This is an optimization exercise on Yosys and OpenROAD, whose aim is small area, not a production implementation.
In this exercise RTL edits were held to simulation tests only and were not proved equivalent to the original.
Power and IR drop assume default switching activity.

==> design.v <==
module signal_generator(input clk25,
       input rst,
       output hsyncOut,
       output vsyncOut,
       output [9:0] xposOut,
       output [9:0] yposOut);
reg
[9:0] xpos;
reg
[9:0] ypos;
wire
endline = (xpos == 799);
always
@(posedge clk25) begin
 if (rst || endline)
   xpos <= 0;
 else
   xpos <= xpos + 1;
end
always
@(posedge clk25) begin
 if (rst)
  ypos <= 0;
 else if (endline) begin
  if (ypos == 520)
   ypos <= 0;
  else
   ypos <= ypos + 1; 
 end
end
reg
hsync, vsync;
always
@(posedge clk25) begin
 if (rst) begin
 hsync <= 1'b1;
 vsync <= 1'b1;
 end else begin
 hsync <= ~(xpos > 664 && xpos
<= 759);   
 vsync <= ~(ypos == 490 || ypos ==
491);    
 end
end
assign
hsyncOut = hsync;
assign
vsyncOut = vsync;
assign
xposOut = xpos;
assign
yposOut = ypos;
endmodule
module game(input clk25,
    input rst,
    input [9:0] xpos,
    input [9:0] ypos,
    input rota,
    input rotb,
    input de,
    output red,
    output green,
    output blue);
reg [8:0] paddlePosition;
reg [27:0] counter;
always @(posedge clk25)
begin
 if (rst) begin
  counter <= 0;
  paddlePosition <= 160;
 end
 else begin
  counter <= counter + 1;
  if (counter == 250_000)
    begin
      counter <= 0;
if(rota || rotb)
begin
 if(rota) begin
  if(paddlePosition < 520)         
   paddlePosition <= paddlePosition + 3 ; 
 end
 else if(rotb) begin
  if(paddlePosition >= 0)         
   paddlePosition <= paddlePosition - 3;  
 end
end
end
 end
end
reg [9:0] ballX;
reg [8:0] ballY;
reg ballXpos, ballYpos;
reg Xbounce, Ybounce;
wire endOfFrame = (xpos == 0 && ypos == 480);
integer b; 
always @(posedge clk25) begin
 if (rst) begin
  ballX <= 0;
  ballY <= 0;
 end
 else if (endOfFrame) begin  
  if (ballX == 0 && ballY == 0) begin   
  ballX <= 25;
  ballY <= 280;  
  end
  else begin
   if (ballXpos ^ Xbounce) 
    ballX <= ballX + b;  
   else 
    ballX <= ballX - b;  
   if (ballYpos ^ Ybounce) 
    ballY <= ballY + b;   
   else
    ballY <= ballY - b;   
  end
 end 
end
reg [5:0] missTimer; 
reg brick_alive1;
reg brick_alive2;
reg brick_alive3;
reg brick_alive4;
reg brick_alive5;
reg brick_alive6;
reg brick_alive7;
reg brick_alive8;
reg brick_alive9; 
reg brick_alive10;
reg brick_alive11;
reg brick_alive12;
reg brick_alive13;
reg brick_alive14;
reg brick_alive15;
reg brick_alive16;
reg brick_alive17;
reg brick_alive18;
reg brick_alive19;
reg brick_alive20;
reg brick_alive21;
reg brick_alive22;
reg brick_alive23;
reg brick_alive24;
reg brick_alive25;
reg brick_alive26;
reg brick_alive27;
reg brick_alive28;
reg brick_alive29;
reg brick_alive30;
reg brick_alive31;
reg brick_alive32;
reg brick_alive33;
reg brick_alive34;
reg brick_alive35;
reg brick_alive36;
reg brick_alive37;
reg brick_alive38;  
reg brick_alive39;
reg brick_alive40;
reg brick_alive41;
reg brick_alive42;
reg brick_alive43;
reg brick_alive44;
reg brick_alive45; 
reg brick_alive46;
reg brick_alive47;
reg brick_alive48;
reg brick_alive49;
reg brick_alive50;
reg brick_alive51;
reg brick_alive52;
reg brick_alive53;
reg brick_alive54;
reg brick_alive55;
reg brick_alive56;
reg brick_alive57;
reg brick_alive58;
reg brick_alive59;
reg brick_alive60;
reg brick_alive61;
reg brick_alive62;
reg brick_alive63;
reg brick_alive64;
reg brick_alive65;
reg brick_alive66;
reg brick_alive67;
reg brick_alive68;
reg brick_alive69;
reg brick_alive70;
reg brick_alive71;
reg brick_alive72;
reg brick_alive73;
reg brick_alive74;
reg brick_alive75;
reg brick_alive76;
reg brick_alive77;
reg brick_alive78;
reg brick_alive79;
reg brick_alive80;
reg brick_alive81;
reg brick_alive82;
reg brick_alive83;
reg brick_alive84;
reg brick_alive85;
reg brick_alive86;
reg brick_alive87;
reg brick_alive88;
reg brick_alive89;
reg brick_alive90;
reg brick_alive91;
reg brick_alive92;
reg brick_alive93;
reg brick_alive94;
reg brick_alive95;
reg brick_alive96;
wire area = (xpos < 640 && ypos < 480);
wire top = (area && ypos <= 10);
wire bottom = (area && ypos >= 476);
wire left = (area && xpos <= 3);
wire right = (area && xpos >= 637);
wire border = (area && (left || right || top ));
wire brick1 = ((area && xpos >= 13 && xpos <=55 && ypos<=50 && ypos>=30)&& brick_alive1);
wire brick2 = ((area && xpos >= 65 && xpos <=107 && ypos<=50 && ypos>=30)&& brick_alive2);
wire brick3 = ((area && xpos >= 117 && xpos <=159 && ypos<=50 && ypos>=30)&& brick_alive3);
wire brick4 = ((area && xpos >= 169 && xpos <=211 && ypos<=50 && ypos>=30)&& brick_alive4);
wire brick5 = ((area && xpos >= 221 && xpos <=263 && ypos<=50 && ypos>=30)&& brick_alive5);
wire brick6 = ((area && xpos >= 273 && xpos <=315 && ypos<=50 && ypos>=30)&& brick_alive6);
wire brick7 = ((area && xpos >= 325 && xpos <=367 && ypos<=50 && ypos>=30)&& brick_alive7);
wire brick8 = ((area && xpos >= 377 && xpos <=419 && ypos<=50 && ypos>=30)&& brick_alive8);
wire brick9 = ((area && xpos >= 429 && xpos <=471 && ypos<=50 && ypos>=30)&& brick_alive9);
wire brick10 = ((area && xpos >= 481 && xpos <=523 && ypos<=50 && ypos>=30)&& brick_alive10);
wire brick11 = ((area && xpos >= 533 && xpos <=575 && ypos<=50 && ypos>=30)&& brick_alive11);
wire brick12 = ((area && xpos >= 585 && xpos <=627 && ypos<=50 && ypos>=30)&& brick_alive12);
wire brick13 = ((area && xpos >= 13 && xpos <=55 && ypos<=80 && ypos>=60)&& brick_alive13);
wire brick14 = ((area && xpos >= 65 && xpos <=107 && ypos<=80 && ypos>=60)&& brick_alive14);
wire brick15 = ((area && xpos >= 117 && xpos <=159 && ypos<=80 && ypos>=60)&& brick_alive15);
wire brick16 = ((area && xpos >= 169 && xpos <=211 && ypos<=80 && ypos>=60)&& brick_alive16);
wire brick17 = ((area && xpos >= 221 && xpos <=263 && ypos<=80 && ypos>=60)&& brick_alive17);
wire brick18 = ((area && xpos >= 273 && xpos <=315 && ypos<=80 && ypos>=60)&& brick_alive18);
wire brick19 = ((area && xpos >= 325 && xpos <=367 && ypos<=80 && ypos>=60)&& brick_alive19);
wire brick20 = ((area && xpos >= 377 && xpos <=419 && ypos<=80 && ypos>=60)&& brick_alive20);
wire brick21 = ((area && xpos >= 429 && xpos <=471 && ypos<=80 && ypos>=60)&& brick_alive21);
wire brick22 = ((area && xpos >= 481 && xpos <=523 && ypos<=80 && ypos>=60)&& brick_alive22);
wire brick23 = ((area && xpos >= 533 && xpos <=575 && ypos<=80 && ypos>=60)&& brick_alive23);
wire brick24 = ((area && xpos >= 585 && xpos <=627 && ypos<=80 && ypos>=60)&& brick_alive24);
wire brick25 = ((area && xpos >= 13 && xpos <=55 && ypos<=110 && ypos>=90)&& brick_alive25);
wire brick26 = ((area && xpos >= 65 && xpos <=107 && ypos<=110 && ypos>=90)&& brick_alive26);
wire brick27 = ((area && xpos >= 117 && xpos <=159 && ypos<=110 && ypos>=90)&& brick_alive27);
wire brick28 = ((area && xpos >= 169 && xpos <=211 && ypos<=110 && ypos>=90)&& brick_alive28);
wire brick29 = ((area && xpos >= 221 && xpos <=263 && ypos<=110 && ypos>=90)&& brick_alive29);
wire brick30 = ((area && xpos >= 273 && xpos <=315 && ypos<=110 && ypos>=90)&& brick_alive30);
wire brick31 = ((area && xpos >= 325 && xpos <=367 && ypos<=110 && ypos>=90)&& brick_alive31);
wire brick32 = ((area && xpos >= 377 && xpos <=419 && ypos<=110 && ypos>=90)&& brick_alive32);
wire brick33 = ((area && xpos >= 429 && xpos <=471 && ypos<=110 && ypos>=90)&& brick_alive33);
wire brick34 = ((area && xpos >= 481 && xpos <=523 && ypos<=110 && ypos>=90)&& brick_alive34);
wire brick35 = ((area && xpos >= 533 && xpos <=575 && ypos<=110 && ypos>=90)&& brick_alive35);
wire brick36 = ((area && xpos >= 585 && xpos <=627 && ypos<=110 && ypos>=90)&& brick_alive36);
wire brick37 = ((area && xpos >= 13 && xpos <=55 && ypos<=140 && ypos>=120)&& brick_alive37);
wire brick38 = ((area && xpos >= 65 && xpos <=107 && ypos<=140 && ypos>=120)&& brick_alive38);
wire brick39 = ((area && xpos >= 117 && xpos <=159 && ypos<=140 && ypos>=120)&& brick_alive39);
wire brick40 = ((area && xpos >= 169 && xpos <=211 && ypos<=140 && ypos>=120)&& brick_alive40);
wire brick41 = ((area && xpos >= 221 && xpos <=263 && ypos<=140 && ypos>=120)&& brick_alive41);
wire brick42 = ((area && xpos >= 273 && xpos <=315 && ypos<=140 && ypos>=120)&& brick_alive42);
wire brick43 = ((area && xpos >= 325 && xpos <=367 && ypos<=140 && ypos>=120)&& brick_alive43);
wire brick44 = ((area && xpos >= 377 && xpos <=419 && ypos<=140 && ypos>=120)&& brick_alive44);
wire brick45 = ((area && xpos >= 429 && xpos <=471 && ypos<=140 && ypos>=120)&& brick_alive45);
wire brick46 = ((area && xpos >= 481 && xpos <=523 && ypos<=140 && ypos>=120)&& brick_alive46);
wire brick47 = ((area && xpos >= 533 && xpos <=575 && ypos<=140 && ypos>=120)&& brick_alive47);
wire brick48 = ((area && xpos >= 585 && xpos <=627 && ypos<=140 && ypos>=120)&& brick_alive48);
wire brick49 = ((area && xpos >= 13 && xpos <=55 && ypos<=170 && ypos>=150)&& brick_alive49);
wire brick50 = ((area && xpos >= 65 && xpos <=107 && ypos<=170 && ypos>=150)&& brick_alive50);
wire brick51 = ((area && xpos >= 117 && xpos <=159 && ypos<=170 && ypos>=150)&& brick_alive51);
wire brick52 = ((area && xpos >= 169 && xpos <=211 && ypos<=170 && ypos>=150)&& brick_alive52);
wire brick53 = ((area && xpos >= 221 && xpos <=263 && ypos<=170 && ypos>=150)&& brick_alive53);
wire brick54 = ((area && xpos >= 273 && xpos <=315 && ypos<=170 && ypos>=150)&& brick_alive54);
wire brick55 = ((area && xpos >= 325 && xpos <=367 && ypos<=170 && ypos>=150)&& brick_alive55);
wire brick56 = ((area && xpos >= 377 && xpos <=419 && ypos<=170 && ypos>=150)&& brick_alive56);
wire brick57 = ((area && xpos >= 429 && xpos <=471 && ypos<=170 && ypos>=150)&& brick_alive57);
wire brick58 = ((area && xpos >= 481 && xpos <=523 && ypos<=170 && ypos>=150)&& brick_alive58);
wire brick59 = ((area && xpos >= 533 && xpos <=575 && ypos<=170 && ypos>=150)&& brick_alive59);
wire brick60 = ((area && xpos >= 585 && xpos <=627 && ypos<=170 && ypos>=150)&& brick_alive60);
wire brick61 = ((area && xpos >= 13 && xpos <=55 && ypos<=200 && ypos>=180)&& brick_alive61);
wire brick62 = ((area && xpos >= 65 && xpos <=107 && ypos<=200 && ypos>=180)&& brick_alive62);
wire brick63 = ((area && xpos >= 117 && xpos <=159 && ypos<=200 && ypos>=180)&& brick_alive63);
wire brick64 = ((area && xpos >= 169 && xpos <=211 && ypos<=200 && ypos>=180)&& brick_alive64);
wire brick65 = ((area && xpos >= 221 && xpos <=263 && ypos<=200 && ypos>=180)&& brick_alive65);
wire brick66 = ((area && xpos >= 273 && xpos <=315 && ypos<=200 && ypos>=180)&& brick_alive66);
wire brick67 = ((area && xpos >= 325 && xpos <=367 && ypos<=200 && ypos>=180)&& brick_alive67);
wire brick68 = ((area && xpos >= 377 && xpos <=419 && ypos<=200 && ypos>=180)&& brick_alive68);
wire brick69 = ((area && xpos >= 429 && xpos <=471 && ypos<=200 && ypos>=180)&& brick_alive69);
wire brick70 = ((area && xpos >= 481 && xpos <=523 && ypos<=200 && ypos>=180)&& brick_alive70);
wire brick71 = ((area && xpos >= 533 && xpos <=575 && ypos<=200 && ypos>=180)&& brick_alive71);
wire brick72 = ((area && xpos >= 585 && xpos <=627 && ypos<=200 && ypos>=180)&& brick_alive72);
wire brick73 = ((area && xpos >= 13 && xpos <=55 && ypos<=230 && ypos>=210)&& brick_alive73);
wire brick74 = ((area && xpos >= 65 && xpos <=107 && ypos<=230 && ypos>=210)&& brick_alive74);
wire brick75 = ((area && xpos >= 117 && xpos <=159 && ypos<=230 && ypos>=210)&& brick_alive75);
wire brick76 = ((area && xpos >= 169 && xpos <=211 && ypos<=230 && ypos>=210)&& brick_alive76);
wire brick77 = ((area && xpos >= 221 && xpos <=263 && ypos<=230 && ypos>=210)&& brick_alive77);
wire brick78 = ((area && xpos >= 273 && xpos <=315 && ypos<=230 && ypos>=210)&& brick_alive78);
wire brick79 = ((area && xpos >= 325 && xpos <=367 && ypos<=230 && ypos>=210)&& brick_alive79);
wire brick80 = ((area && xpos >= 377 && xpos <=419 && ypos<=230 && ypos>=210)&& brick_alive80);
wire brick81 = ((area && xpos >= 429 && xpos <=471 && ypos<=230 && ypos>=210)&& brick_alive81);
wire brick82 = ((area && xpos >= 481 && xpos <=523 && ypos<=230 && ypos>=210)&& brick_alive82);
wire brick83 = ((area && xpos >= 533 && xpos <=575 && ypos<=230 && ypos>=210)&& brick_alive83);
wire brick84 = ((area && xpos >= 585 && xpos <=627 && ypos<=230 && ypos>=210)&& brick_alive84);
wire brick85 = ((area && xpos >= 13 && xpos <=55 && ypos<=260 && ypos>=240)&& brick_alive85);
wire brick86 = ((area && xpos >= 65 && xpos <=107 && ypos<=260 && ypos>=240)&& brick_alive86);
wire brick87 = ((area && xpos >= 117 && xpos <=159 && ypos<=260 && ypos>=240)&& brick_alive87);
wire brick88 = ((area && xpos >= 169 && xpos <=211 && ypos<=260 && ypos>=240)&& brick_alive88);
wire brick89 = ((area && xpos >= 221 && xpos <=263 && ypos<=260 && ypos>=240)&& brick_alive89);
wire brick90 = ((area && xpos >= 273 && xpos <=315 && ypos<=260 && ypos>=240)&& brick_alive90);
wire brick91 = ((area && xpos >= 325 && xpos <=367 && ypos<=260 && ypos>=240)&& brick_alive91);
wire brick92 = ((area && xpos >= 377 && xpos <=419 && ypos<=260 && ypos>=240)&& brick_alive92);
wire brick93 = ((area && xpos >= 429 && xpos <=471 && ypos<=260 && ypos>=240)&& brick_alive93);
wire brick94 = ((area && xpos >= 481 && xpos <=523 && ypos<=260 && ypos>=240)&& brick_alive94);
wire brick95 = ((area && xpos >= 533 && xpos <=575 && ypos<=260 && ypos>=240)&& brick_alive95);
wire brick96 = ((area && xpos >= 585 && xpos <=627 && ypos<=260 && ypos>=240)&& brick_alive96);
integer a;
wire paddle = (xpos >= paddlePosition+4 && xpos <= paddlePosition+80+a && ypos >= 440 && ypos <= 447); 
wire ball = (xpos >= ballX && xpos <= ballX+5 && ypos >= ballY && ypos <= ballY+5); 
wire background = (area && !(border || paddle || ball));
wire missed = area && missTimer != 0;
assign red   = { missed || border || paddle || ball || brick1 || brick2 || brick3 || brick4 || brick5 || brick6 || brick7 || brick8 
                                                 || brick9 || brick10 || brick11 || brick12 || brick13 || brick14 || brick15 || brick16 
                 || brick17 || brick18 || brick19 || brick20 || brick21 || brick22 || brick23 || brick24 
                 || brick73 || brick74 || brick75 || brick76 || brick77 || brick78 || brick79 || brick80 
                 || brick81 || brick82 || brick83 || brick84 || brick85 || brick86 || brick87 || brick88 
                 || brick89 || brick90 || brick91 || brick92 || brick93 || brick94 || brick95 || brick96};
assign green = {  missed ||  border || paddle ||ball || brick25 || brick26 || brick27 || brick28 || brick29 || brick32
                 || brick33 || brick34 || brick35 || brick36 || brick37 || brick38 || brick39 || brick40 
                 || brick41 || brick42 || brick43 || brick44 || brick45 || brick46 || brick47 || brick48 
                 || brick49 || brick50 || brick51 || brick52 || brick53 || brick54 || brick55 || brick56 
                 || brick57 || brick58 || brick59 || brick60 || brick61 || brick62 || brick63 || brick64 
                 || brick65 || brick66 || brick67 || brick68 || brick69 || brick70 || brick71 || brick72 
                 || brick73 || brick74 || brick75 || brick76 || brick77 || brick78 || brick79 || brick80 
                 || brick81 || brick82 || brick83 || brick84 || brick85 || brick86 || brick87 || brick88 
                 || brick89 || brick90 || brick91 || brick92 || brick93 || brick94 || brick95 || brick96 };
assign blue  = {  missed ||  border || paddle || ball || brick25 || brick26 || brick27 || brick28 || brick29 || brick30 || brick31 || brick32 
                 || brick33 || brick34 || brick35 || brick36 || brick37 || brick38 || brick39 || brick40 
               || brick41 || brick42 || brick43 || brick44 || brick45 || brick46 || brick47 || brick48};
always @(posedge clk25) begin
 if (rst) begin
  Xbounce <= 0;
  Ybounce <= 0;
  ballXpos <= 1;
  ballYpos <= 1;
  missTimer <= 0;
a=4;
b=3;
brick_alive1=1;
brick_alive2=1;
brick_alive3=1;
brick_alive4=1;
brick_alive5=1;
brick_alive6=1;
brick_alive7=1;
brick_alive8=1;
brick_alive9=1;
brick_alive10=1;
brick_alive11=1;
brick_alive12=1;
brick_alive13=1;
brick_alive14=1;
brick_alive15=1;
brick_alive16=1;
brick_alive17=1;
brick_alive18=1;
brick_alive19=1;
brick_alive20=1;
brick_alive21=1;
brick_alive22=1;
brick_alive23=1;
brick_alive24=1;
brick_alive25=1;
brick_alive26=1;
brick_alive27=1;
brick_alive28=1;
brick_alive29=1;
brick_alive30=1;
brick_alive31=1;
brick_alive32=1;
brick_alive33=1;
brick_alive34=1;
brick_alive35=1;
brick_alive36=1;
brick_alive37=1;
brick_alive38=1;
brick_alive39=1;
brick_alive40=1;
brick_alive41=1;
brick_alive42=1;
brick_alive43=1;
brick_alive44=1;
brick_alive45=1;
brick_alive46=1;
brick_alive47=1;
brick_alive48=1;
brick_alive49=1;
brick_alive50=1;
brick_alive51=1;
brick_alive52=1;
brick_alive53=1;
brick_alive54=1;
brick_alive55=1;
brick_alive56=1;
brick_alive57=1;
brick_alive58=1;
brick_alive59=1;
brick_alive60=1;
brick_alive61=1;
brick_alive62=1;
brick_alive63=1;
brick_alive64=1;
brick_alive65=1;
brick_alive66=1;
brick_alive67=1;
brick_alive68=1;
brick_alive69=1;
brick_alive70=1;
brick_alive71=1;
brick_alive72=1;
brick_alive73=1;
brick_alive74=1;
brick_alive75=1;
brick_alive76=1;
brick_alive77=1;
brick_alive78=1;
brick_alive79=1;
brick_alive80=1;
brick_alive81=1;
brick_alive82=1;
brick_alive83=1;
brick_alive84=1;
brick_alive85=1;
brick_alive86=1;
brick_alive87=1;
brick_alive88=1;
brick_alive89=1;
brick_alive90=1;
brick_alive91=1;
brick_alive92=1;
brick_alive93=1;
brick_alive94=1;
brick_alive95=1;
brick_alive96=1;
 end
 else if (!endOfFrame) begin
  if (ball && (left || right))
   Xbounce <= 1;
  if (ball && (top || bottom || (paddle && ballYpos)))
   Ybounce <= 1;
  if (ball && bottom)
   missTimer <= 60; 
   if (de==1'b1) begin
a=4;
b=3;
brick_alive1=1;
brick_alive2=1;
brick_alive3=1;
brick_alive4=1;
brick_alive5=1;
brick_alive6=1;
brick_alive7=1;
brick_alive8=1;
brick_alive9=1; 
brick_alive10=1;
brick_alive11=1;
brick_alive12=1;
brick_alive13=1;
brick_alive14=1;
brick_alive15=1;
brick_alive16=1;
brick_alive17=1;
brick_alive18=1;
brick_alive19=1;
brick_alive20=1;
brick_alive21=1;
brick_alive22=1;
brick_alive23=1;
brick_alive24=1;
brick_alive25=1;
brick_alive26=1;
brick_alive27=1;
brick_alive28=1;
brick_alive29=1;
brick_alive30=1;
brick_alive31=1;
brick_alive32=1;
brick_alive33=1;
brick_alive34=1;
brick_alive35=1;
brick_alive36=1;
brick_alive37=1;
brick_alive38=1;  
brick_alive39=1;
brick_alive40=1;
brick_alive41=1;
brick_alive42=1;
brick_alive43=1;
brick_alive44=1;
brick_alive45=1; 
brick_alive46=1;
brick_alive47=1;
brick_alive48=1;
brick_alive49=1;
brick_alive50=1;
brick_alive51=1;
brick_alive52=1;
brick_alive53=1;
brick_alive54=1;
brick_alive55=1;
brick_alive56=1;
brick_alive57=1;
brick_alive58=1;
brick_alive59=1;
brick_alive60=1;
brick_alive61=1;
brick_alive62=1;
brick_alive63=1;
brick_alive64=1;
brick_alive65=1;
brick_alive66=1;
brick_alive67=1;
brick_alive68=1;
brick_alive69=1;
brick_alive70=1;
brick_alive71=1;
brick_alive72=1;
brick_alive73=1;
brick_alive74=1;
brick_alive75=1;
brick_alive76=1;
brick_alive77=1;
brick_alive78=1;
brick_alive79=1;
brick_alive80=1;
brick_alive81=1;
brick_alive82=1;
brick_alive83=1;
brick_alive84=1;
brick_alive85=1;
brick_alive86=1;
brick_alive87=1;
brick_alive88=1;
brick_alive89=1;
brick_alive90=1;
brick_alive91=1;
brick_alive92=1;
brick_alive93=1;
brick_alive94=1;
brick_alive95=1;
brick_alive96=1;
   end
     if (ball && (area && xpos >= 13 && xpos <=55 && ypos<=50 && ypos>=30)) 
     brick_alive1 = 0;
     if (ball && (area && xpos >= 65 && xpos <=107 && ypos<=50 && ypos>=30)) 
     brick_alive2=0;
     if (ball&& (area && xpos >= 117 && xpos <=159 && ypos<=50 && ypos>=30))
     brick_alive3=0;
     if ( ball && (area && xpos >= 169 && xpos <=211 && ypos<=50 && ypos>=30)) 
    brick_alive4=0;
     if ( ball && (area && xpos >= 221 && xpos <=263 && ypos<=50 && ypos>=30)) 
    brick_alive5=0;
     if ( ball&& (area && xpos >= 273 && xpos <=315 && ypos<=50 && ypos>=30)) 
    brick_alive6=0;
     if (ball&& (area && xpos >= 325 && xpos <=367 && ypos<=50 && ypos>=30)) begin
    brick_alive7=0;
    end
     if ( ball&& (area && xpos >= 377 && xpos <=419 && ypos<=50 && ypos>=30)) begin
    brick_alive8=0;
    end
     if ( ball&& (area && xpos >= 429 && xpos <=471 && ypos<=50 && ypos>=30)) begin
    brick_alive9=0;
    end
     if ( ball && (area && xpos >= 481 && xpos <=523 && ypos<=50 && ypos>=30)) begin
    brick_alive10=0;
    end
     if ( ball && (area && xpos >= 533 && xpos <=575 && ypos<=50 && ypos>=30)) begin
    brick_alive11=0;
    end
     if ( ball && (area && xpos >= 585 && xpos <=627 && ypos<=50 && ypos>=30)) begin
    brick_alive12=0;
    end
     if (ball && (area && xpos >= 13 && xpos <=55 && ypos<=80 && ypos>=60))begin
     brick_alive13 = 0;
    end
     if (ball && (area && xpos >= 65 && xpos <=107 && ypos<=80 && ypos>=60)) begin
     brick_alive14=0;
    end
     if (ball&& (area && xpos >= 117 && xpos <=159 && ypos<=80 && ypos>=60))begin
     brick_alive15=0;
    end
     if ( ball && (area && xpos >= 169 && xpos <=211 && ypos<=80 && ypos>=60)) begin
    brick_alive16=0;
    end
     if ( ball && (area && xpos >= 221 && xpos <=263 && ypos<=80 && ypos>=60)) begin
    brick_alive17=0;
    end
     if ( ball&& (area && xpos >= 273 && xpos <=315 && ypos<=80 && ypos>=60)) begin
    brick_alive18=0;
    end
     if (ball&& (area && xpos >= 325 && xpos <=367 && ypos<=80 && ypos>=60)) begin
    brick_alive19=0;
    end
     if ( ball&& (area && xpos >= 377 && xpos <=419 && ypos<=80 && ypos>=60)) begin
    brick_alive20=0;
    end
     if ( ball&& (area && xpos >= 429 && xpos <=471 && ypos<=80 && ypos>=60)) begin
    brick_alive21=0;
    end
     if ( ball && (area && xpos >= 481 && xpos <=523 && ypos<=80 && ypos>=60)) begin
    brick_alive22=0;
    end
     if ( ball && (area && xpos >= 533 && xpos <=575 && ypos<=80 && ypos>=60)) begin
    brick_alive23=0;
    end
     if ( ball && (area && xpos >= 585 && xpos <=627 && ypos<=80 && ypos>=60)) begin
    brick_alive24=0;
    end
     if (ball && (area && xpos >= 13 && xpos <=55 && ypos<=110 && ypos>=90)) begin
     brick_alive25 = 0;
    end
     if (ball && (area && xpos >= 65 && xpos <=107 && ypos<=110 && ypos>=90)) begin
     brick_alive26=0;
    end
     if (ball&& (area && xpos >= 117 && xpos <=159 && ypos<=110 && ypos>=90))begin
     brick_alive27=0;
    end
     if ( ball && (area && xpos >= 169 && xpos <=211 && ypos<=110 && ypos>=90)) begin
    brick_alive28=0;
    end
     if ( ball && (area && xpos >= 221 && xpos <=263 && ypos<=110 && ypos>=90)) begin
    brick_alive29=0;
    end
     if ( ball&& (area && xpos >= 273 && xpos <=315 && ypos<=110 && ypos>=90)) begin
    brick_alive30=0;
    a=40;
    end
     if (ball&& (area && xpos >= 325 && xpos <=367 && ypos<=110 && ypos>=90)) begin
    brick_alive31=0;
    b=5;
    end
     if ( ball&& (area && xpos >= 377 && xpos <=419 && ypos<=110 && ypos>=90)) begin
    brick_alive32=0;
    end
     if ( ball&& (area && xpos >= 429 && xpos <=471 && ypos<=110 && ypos>=90)) begin
    brick_alive33=0;
    end
     if ( ball && (area && xpos >= 481 && xpos <=523 && ypos<=110 && ypos>=90)) begin
    brick_alive34=0;
    end
     if ( ball && (area && xpos >= 533 && xpos <=575 && ypos<=110 && ypos>=90)) begin
    brick_alive35=0;
    end
     if ( ball && (area && xpos >= 585 && xpos <=627 && ypos<=110 && ypos>=90)) begin
    brick_alive36=0;
    end
     if (ball && (area && xpos >= 13 && xpos <=55 && ypos<=140 && ypos>=120))begin
     brick_alive37 = 0;
    end
     if (ball && (area && xpos >= 65 && xpos <=107 && ypos<=140 && ypos>=120)) begin
     brick_alive38=0;
    end
     if (ball&& (area && xpos >= 117 && xpos <=159 && ypos<=140 && ypos>=120))begin
     brick_alive39=0;
    end
     if ( ball && (area && xpos >= 169 && xpos <=211 && ypos<=140 && ypos>=120)) begin
    brick_alive40=0;
    end
     if ( ball && (area && xpos >= 221 && xpos <=263 && ypos<=140 && ypos>=120)) begin
    brick_alive41=0;
    end
     if ( ball&& (area && xpos >= 273 && xpos <=315 && ypos<=140 && ypos>=120)) begin
    brick_alive42=0;
    end
     if (ball&& (area && xpos >= 325 && xpos <=367 && ypos<=140 && ypos>=120)) begin
    brick_alive43=0;
    end
     if ( ball&& (area && xpos >= 377 && xpos <=419 && ypos<=140 && ypos>=120)) begin
    brick_alive44=0;
    end
     if ( ball&& (area && xpos >= 429 && xpos <=471 && ypos<=140 && ypos>=120)) begin
    brick_alive45=0;
    end
     if ( ball && (area && xpos >= 481 && xpos <=523 && ypos<=140 && ypos>=120)) begin
    brick_alive46=0;
    end
     if ( ball && (area && xpos >= 533 && xpos <=575 && ypos<=140 && ypos>=120)) begin
    brick_alive47=0;
    end
     if ( ball && (area && xpos >= 585 && xpos <=627 && ypos<=140 && ypos>=120)) begin
    brick_alive48=0;
    end
     if (ball && (area && xpos >= 13 && xpos <=55 && ypos<=170 && ypos>=150)) begin
     brick_alive49 = 0;
    end
     if (ball && (area && xpos >= 65 && xpos <=107 && ypos<=170 && ypos>=150)) begin
     brick_alive50=0;
    end
     if (ball&& (area && xpos >= 117 && xpos <=159 && ypos<=170 && ypos>=150))begin
     brick_alive51=0;
    end
     if ( ball && (area && xpos >= 169 && xpos <=211 && ypos<=170 && ypos>=150)) begin
    brick_alive52=0;
    end
     if ( ball && (area && xpos >= 221 && xpos <=263 && ypos<=170 && ypos>=150)) begin
    brick_alive53=0;
    end
     if ( ball&& (area && xpos >= 273 && xpos <=315 && ypos<=170 && ypos>=150)) begin
    brick_alive54=0;
    end
     if (ball&& (area && xpos >= 325 && xpos <=367 && ypos<=170 && ypos>=150)) begin
    brick_alive55=0;
    end
     if ( ball&& (area && xpos >= 377 && xpos <=419 && ypos<=170 && ypos>=150)) begin
    brick_alive56=0;
    end
     if ( ball&& (area && xpos >= 429 && xpos <=471 && ypos<=170 && ypos>=150)) begin
    brick_alive57=0;
    end
     if ( ball && (area && xpos >= 481 && xpos <=523 && ypos<=170 && ypos>=150)) begin
    brick_alive58=0;
    end
     if ( ball && (area && xpos >= 533 && xpos <=575 && ypos<=170 && ypos>=150)) begin
    brick_alive59=0;
    end
     if ( ball && (area && xpos >= 585 && xpos <=627 && ypos<=170 && ypos>=150)) begin
    brick_alive60=0;
    end
     if (ball && (area && xpos >= 13 && xpos <=55 && ypos<=200 && ypos>=180)) begin
     brick_alive61 = 0;
    end
     if (ball && (area && xpos >= 65 && xpos <=107 && ypos<=200 && ypos>=180)) begin
     brick_alive62=0;
    end
     if (ball&& (area && xpos >= 117 && xpos <=159 && ypos<=200 && ypos>=180))begin
     brick_alive63=0;
    end
     if ( ball && (area && xpos >= 169 && xpos <=211 && ypos<=200 && ypos>=180)) begin
    brick_alive64=0;
    end
     if ( ball && (area && xpos >= 221 && xpos <=263 && ypos<=200 && ypos>=180)) begin
    brick_alive65=0;
    end
     if ( ball&& (area && xpos >= 273 && xpos <=315 && ypos<=200 && ypos>=180)) begin
    brick_alive66=0;
    end
     if (ball&& (area && xpos >= 325 && xpos <=367 && ypos<=200 && ypos>=180)) begin
    brick_alive67=0;
    end
     if ( ball&& (area && xpos >= 377 && xpos <=419 && ypos<=200 && ypos>=180)) begin
    brick_alive68=0;
    end
     if ( ball&& (area && xpos >= 429 && xpos <=471 && ypos<=200 && ypos>=180)) begin
    brick_alive69=0;   
    end
     if ( ball && (area && xpos >= 481 && xpos <=523 && ypos<=200 && ypos>=180)) begin
    brick_alive70=0;
    end
     if ( ball && (area && xpos >= 533 && xpos <=575 && ypos<=200 && ypos>=180)) begin
    brick_alive71=0;
    end
     if ( ball && (area && xpos >= 585 && xpos <=627 && ypos<=200 && ypos>=180)) begin
    brick_alive72=0;
    end
     if (ball && (area && xpos >= 13 && xpos <=55 && ypos<=230 && ypos>=210)) begin
     brick_alive73 =0;
    end
     if (ball && (area && xpos >= 65 && xpos <=107 && ypos<=230 && ypos>=210)) begin
     brick_alive74=0;
    end
     if (ball&& (area && xpos >= 117 && xpos <=159 && ypos<=230 && ypos>=210))begin
     brick_alive75=0;
    end
     if ( ball && (area && xpos >= 169 && xpos <=211 && ypos<=230 && ypos>=210)) begin
    brick_alive76=0;
    end
     if ( ball && (area && xpos >= 221 && xpos <=263 && ypos<=230 && ypos>=210)) begin
    brick_alive77=0;
    end
     if ( ball&& (area && xpos >= 273 && xpos <=315 && ypos<=230 && ypos>=210)) begin
    brick_alive78=0;
    end
     if (ball&& (area && xpos >= 325 && xpos <=367 && ypos<=230 && ypos>=210)) begin
    brick_alive79=0;
    end
     if ( ball&& (area && xpos >= 377 && xpos <=419 && ypos<=230 && ypos>=210)) begin
    brick_alive80=0;
    end
     if ( ball&& (area && xpos >= 429 && xpos <=471 && ypos<=230 && ypos>=210)) begin
    brick_alive81=0;
    end
     if ( ball && (area && xpos >= 481 && xpos <=523 && ypos<=230 && ypos>=210)) begin
    brick_alive82=0;
    end
     if ( ball && (area && xpos >= 533 && xpos <=575 && ypos<=230 && ypos>=210)) begin
    brick_alive83=0;
    end
     if ( ball && (area && xpos >= 585 && xpos <=627 && ypos<=230 && ypos>=210)) begin
    brick_alive84=0;
    end
     if (ball && (area && xpos >= 13 && xpos <=55 && ypos<=260 && ypos>=240)) begin
     brick_alive85 = 0;
    end
     if (ball && (area && xpos >= 65 && xpos <=107 && ypos<=260 && ypos>=240)) begin
     brick_alive86=0;
    end
     if (ball&& (area && xpos >= 117 && xpos <=159 && ypos<=260 && ypos>=240))begin
     brick_alive87=0;
    end
     if ( ball && (area && xpos >= 169 && xpos <=211 && ypos<=260 && ypos>=240)) begin
    brick_alive88=0;
    end
     if ( ball && (area && xpos >= 221 && xpos <=263 && ypos<=260 && ypos>=240)) begin
    brick_alive89=0;
    end
     if ( ball&& (area && xpos >= 273 && xpos <=315 && ypos<=260 && ypos>=240)) begin
    brick_alive90=0;
    end
     if (ball&& (area && xpos >= 325 && xpos <=367 && ypos<=260 && ypos>=240)) begin
    brick_alive91=0;
    end
     if ( ball&& (area && xpos >= 377 && xpos <=419 && ypos<=260 && ypos>=240)) begin
    brick_alive92=0;
    end
     if ( ball&& (area && xpos >= 429 && xpos <=471 && ypos<=260 && ypos>=240)) begin
    brick_alive93=0;
    end
     if ( ball && (area && xpos >= 481 && xpos <=523 && ypos<=260 && ypos>=240)) begin
    brick_alive94=0;
    end
     if ( ball && (area && xpos >= 533 && xpos <=575 && ypos<=260 && ypos>=240)) begin
    brick_alive95=0;
    end
     if ( ball && (area && xpos >= 585 && xpos <=627 && ypos<=260 && ypos>=240)) begin
    brick_alive96=0;
    end    
 end
  else begin
  if (ballX == 0 && ballY == 0) begin 
   ballXpos <= 1;
   ballYpos <= 1;
   Xbounce <= 0;
   Ybounce <= 0;
  end 
  else begin
   if (Xbounce)
    ballXpos <= ~ballXpos;
   if (Ybounce)
    ballYpos <= ~ballYpos;   
   Xbounce <= 0;  
   Ybounce <= 0;  
   if (missTimer != 0)
    missTimer <= missTimer - 1;
  end
 end
end  
endmodule
module breakout(
    input  clk,
    input  rst,
    input  rota,
    input  rotb,
    input  de,
    output red,
    output green,
    output blue,
    output hsync,
    output vsync
    );
wire [9:0] xpos;
wire [9:0] ypos;
signal_generator signal_generator_inst(clk, rst, hsync, vsync, xpos, ypos);
game game_inst(clk, rst, xpos, ypos, ~rota, ~rotb, ~de, red, green, blue);
endmodule
==> run.sh <==
#!/bin/bash
# synth_recipe.tcl (not shown) runs the flow's synth.tcl, then flattens the netlist and writes it again
# the make line also repeats each setting of config.mk as NAME=value (left out here)
make -C /OpenROAD-flow-scripts/flow DESIGN_CONFIG=/design/flow/config.mk WORK_HOME=/design/flow/orfs CLKGATE_MAP_FILE= SYNTH_SCRIPT=/design/flow/synth_recipe.tcl finish
==> config.mk <==
export PLATFORM = sky130hd
export DESIGN_NAME = breakout
export DESIGN_NICKNAME = breakout
export VERILOG_FILES = /design/flow/design.v
export SDC_FILE = /design/flow/constraint.sdc
export NUM_CORES = 4
export LEC_CHECK = 0
export CAP_MARGIN = 20
export CORE_MARGIN = 2
export CORE_UTILIZATION = 40
export SLEW_MARGIN = 20
==> constraint.sdc <==
create_clock -name core_clock -period 40.0 [get_ports {clk}]
set_input_delay 8.0000 -clock core_clock [delete_from_list [all_inputs] [get_ports {clk}]]
set_output_delay 8.0000 -clock core_clock [all_outputs]
set_load 0.01 [all_outputs]
==> out/qor.yml <==
grt_max_degree: 95
layout-drive-gt1-share_pct: 5.391
worst-endpoint-required_ns: 32.00
hp-class: "reg -> reg"
maxSlewViolCount: 0
power_per_cell_area_mw_per_mm2: 32.59
grt_pass1_wl_mm: 47.73
syn_area_per_cell_sq_um: 8.355
grt_pass1_vias: 9115
routed_wl_mm: 29.21
synth_cells: 1324
post_cts_buffers: 0
gp_congestion: 0.8652
p_leak_uw: 0.004427
min_period_ns: 13.18
ir_worst_vdd_v: 0.00002462
slew_headroom_pct: 29.07
synthArstFlopShare_pct: 0
wl_per_cell_um: 17.62
seq_power_share_pct: 47.2
skew_ns: 0.02154
maxCapViolations: 0
p_clk_share_pct: 47.1
hold_violations: 0
crit_fanout: 10
cts-buffers-inserted: 17
die_h_um: 170.3
yosysUniqueCellTypes: 77
ys_ff_latch: 186
clockBufferDepth: 2
rsz0062_at_grt: "false"
tns_ns: 0
placement.io_buffers: 9
timing.critical_path.cells: "ha_1, ha_1, a21oi_1, nor2b_1, o21ai_0, o21ai_0, a21oi_1, xor2_1, ha_1, nand4_1, a21oi_1, a21oi_1, o211a_1, nor4_1, nor4b_1, o21ai_0, clkdlybuf4s50_1"
p_comb_share_pct: 5.6
yosysSeqAreaShare_pct: 33.66
clock.fmax_mhz: 75.89
antenna_found_initial: 0
clk_pin_slew_ns: 0.08
hpwlAfterDp_mm: 20.40
critPathKind: "reg -> out"
start_util_pct: 40.93
crit_top_cell: "a21oi_1"
cts_hold_buf: 0
clockRootBuffer: "clkbuf_16"
critical_path_arrival_ns: 5.18
cts_tree: "yes"
ios: 10
fillers: 2674
overflow: 0
yosys_warnings: 2
cp-start-kind: "flop"
final_common_cell: "dfxtp_1"
finish.instance_area_sq_mm: 0.01215
rows: 60
postPlaceCellArea_sq_mm: 0.01148
cts_resized: 0
synth-edff-count: 0
syn_to_final_growth_pct: 9.795
drt_pre_antenna_iters: 6
die_width_um: 170.3
cts_num_sinks: 186
num_antenna_cells: 0
internal_power_uw: 283.7
core_area_sq_mm: 0.02703
critPathMaxStageDelay_ns: 0.60
avgViaCountPerCell: 5.840
initialDrtViolationCount: 776
switchingPower_uw: 112.1
status: "finished clean"
finalSetupViolations: 0
worst_slew_pin_slew_ns: 1.058
syn_area_sq_mm: 0.01106
drtAntennaViolNets: 0
routed-via-count: 9682
p_sw_share_pct: 28.31
yosys_most_used_dff: "dfxtp_1"
route.detailed.drc: 0
die-area_sq_mm: 0.02900
layout_common_cells: "186 x dfxtp_1, 153 x nor2_1, 112 x a21oi_1"
cts-htree-levels: 4
synth_fp_nets: 1432
cp-end-kind: "output port"
slowest_stage: "nor4b_1"
fin_crit_sh_pct: 32.94
grt_usage_pct: 20.52
fin_nets: 1412
clock_latency_ns: 0.45
-- layer usage --
layer,share of wire (%),vias to the layer above,track usage (%)
met5,0,-,0
met4,2.4,0,7.135
met3,4.3,51,2.535
met2,45,237,33.35
met1,48,4606,28.05
li1,-,4788,-
-- through the flow --
| step | total power (uW) | utilization (%) | hold WS, ns | worst slack [ns] | instances |
|---|---|---|---|---|---|
| finish | 395.8 | 44.94 | 0.4666 | 26.82 | 1658 |
| CTS | 399.0 | 44.90 | 0.4727 | 26.84 | 1658 |
| detailed placement | 213.2 | 42.48 | 0.4536 | 27.33 | 1626 |
| global route | 409.5 | 44.94 | 0.4912 | 26.37 | 1658 |
| floorplan | 206.9 | - | 0.4258 | 28.76 | 1324 |
| global placement | 212.9 | 42.48 | 0.4446 | 27.53 | 1626 |
-- power groups by stage --
stage	Clock, uW	Combinational [uW]	Sequential, uW
floorplan	0	16.2	191
global placement	0	21.6	191
detailed placement	0	21.8	191
CTS	190	22.0	187
global route	198	24.7	187
finish	187	22.2	187
-- synthesized netlist by cell type, types with 5 or more instances --
cell type / count / area (sq um)
nor2_1: 154 / 578.1
o22a_1: 47 / 411.6
a211oi_1: 5 / 37.54
a221oi_1: 6 / 52.55
a22oi_1: 14 / 105.1
and2_1: 10 / 62.56
o21ai_0: 61 / 305.3
clkbuf_1: 51 / 191.4
ha_1: 99 / 1239
dfxtp_1: 186 / 3724
buf_2: 6 / 30.03
and3_1: 20 / 125.1
xor2_1: 46 / 402.9
buf_1: 5 / 18.77
nor3_1: 25 / 125.1
a21oi_1: 112 / 560.5
xnor2_1: 47 / 411.6
nand2_1: 103 / 386.6
mux2i_1: 6 / 60.06
nor2b_1: 14 / 87.58
nor4_1: 7 / 43.79
nand4_1: 23 / 143.9
nand3_1: 35 / 175.2
a31oi_1: 21 / 131.4
inv_1: 57 / 214.0
nor4b_1: 7 / 61.31
a22o_1: 6 / 52.55
or3_1: 15 / 93.84
a21o_1: 11 / 82.58
nand2b_1: 9 / 56.30
o211ai_1: 6 / 45.04
a222oi_1: 15 / 150.1
-- worst paths after layout --
path	from	endpoint	slack, ns	cells after the start
setup reg to reg	game_inst.paddlePosition[4]	game_inst.Ybounce	36.45	16
hold reg to reg	game_inst.counter[0]	game_inst.counter[0]	0.47	1
hold / removal	game_inst.counter[0]	game_inst.counter[0]	0.47	1
setup / recovery	game_inst.paddlePosition[4]	blue	26.82	17
-- worst max-delay path, delay by kind of cell, from the launching register on --
kind,cells,cell delay [ns]
flip-flops,1,0.54
AO/OA/AOI/OAI,8,1.47
adder cells (fa/ha/maj),3,0.94
AND/OR/NAND/NOR,4,1.16
XOR/XNOR,1,0.09
buffers and inverters,1,0.55
-- final cells by class --
class | instances | area, sq um | area share (%)
repair buffers | 23 | 195.2 | 1.607
flip-flops and latches | 186 | 3724 | 30.66
inverters | 57 | 214.0 | 1.762
multi-input cells | 1019 | 6932 | 57.07
clock inverters | 15 | 229.0 | 1.885
clock buffers | 17 | 425.4 | 3.503
well taps | 341 | 426.7 | 3.513
-- cell families (layout without fill, tap and decap cells) --
| kind of cell | after synthesis | count (layout) | synth area share (%) |
|---|---|---|---|
| simple gates | 461 | 461 | 20.86 |
| compound gates | 356 | 356 | 21.55 |
| flops | 186 | 186 | 33.66 |
| buf+inv | 119 | 112 | 4.106 |
| fa+ha+maj | 103 | 103 | 11.92 |
| xor+xnor | 93 | 93 | 7.363 |
| mux | 6 | 6 | 0.5429 |
-- state kept, by name, indices dropped and copies added (netlist names), 2 cells and up --
register and cells:
game_inst.a 2, game_inst.b 2, game_inst.ballX 10, game_inst.ballY 9, game_inst.counter 28, game_inst.missTimer 6, game_inst.paddlePosition 9, signal_generator_inst.xpos 10
signal_generator_inst.ypos 10

==> afterwards: timing with drivers on the ports <==
How much do the figures lean on ideal ports? The routed layout below was timed once more, with nothing changed but the port constraints. Step 1 assumes that a clkbuf_16 drives the clock port and a buf_2 every other input. Step 2 also shifts input and output timing later by t, the mid clock arrival at the registers, as if the neighbouring blocks saw the same clock. Slacks: ideal / step 1 / step 2; pairs: ideal / step 1.
t (ns): 0.480
setup WS [ns]: 26.823 / 26.777 / 27.258
worst setup path after step 2: register to output
slew at the worst register clock pin (ns): 0.10 / 0.10
cell pins on the clock port's net: 1
After both steps this run still meets setup and hold. The setup slack of this run moves by -0.046 ns with the drivers and by +0.435 ns with both steps.
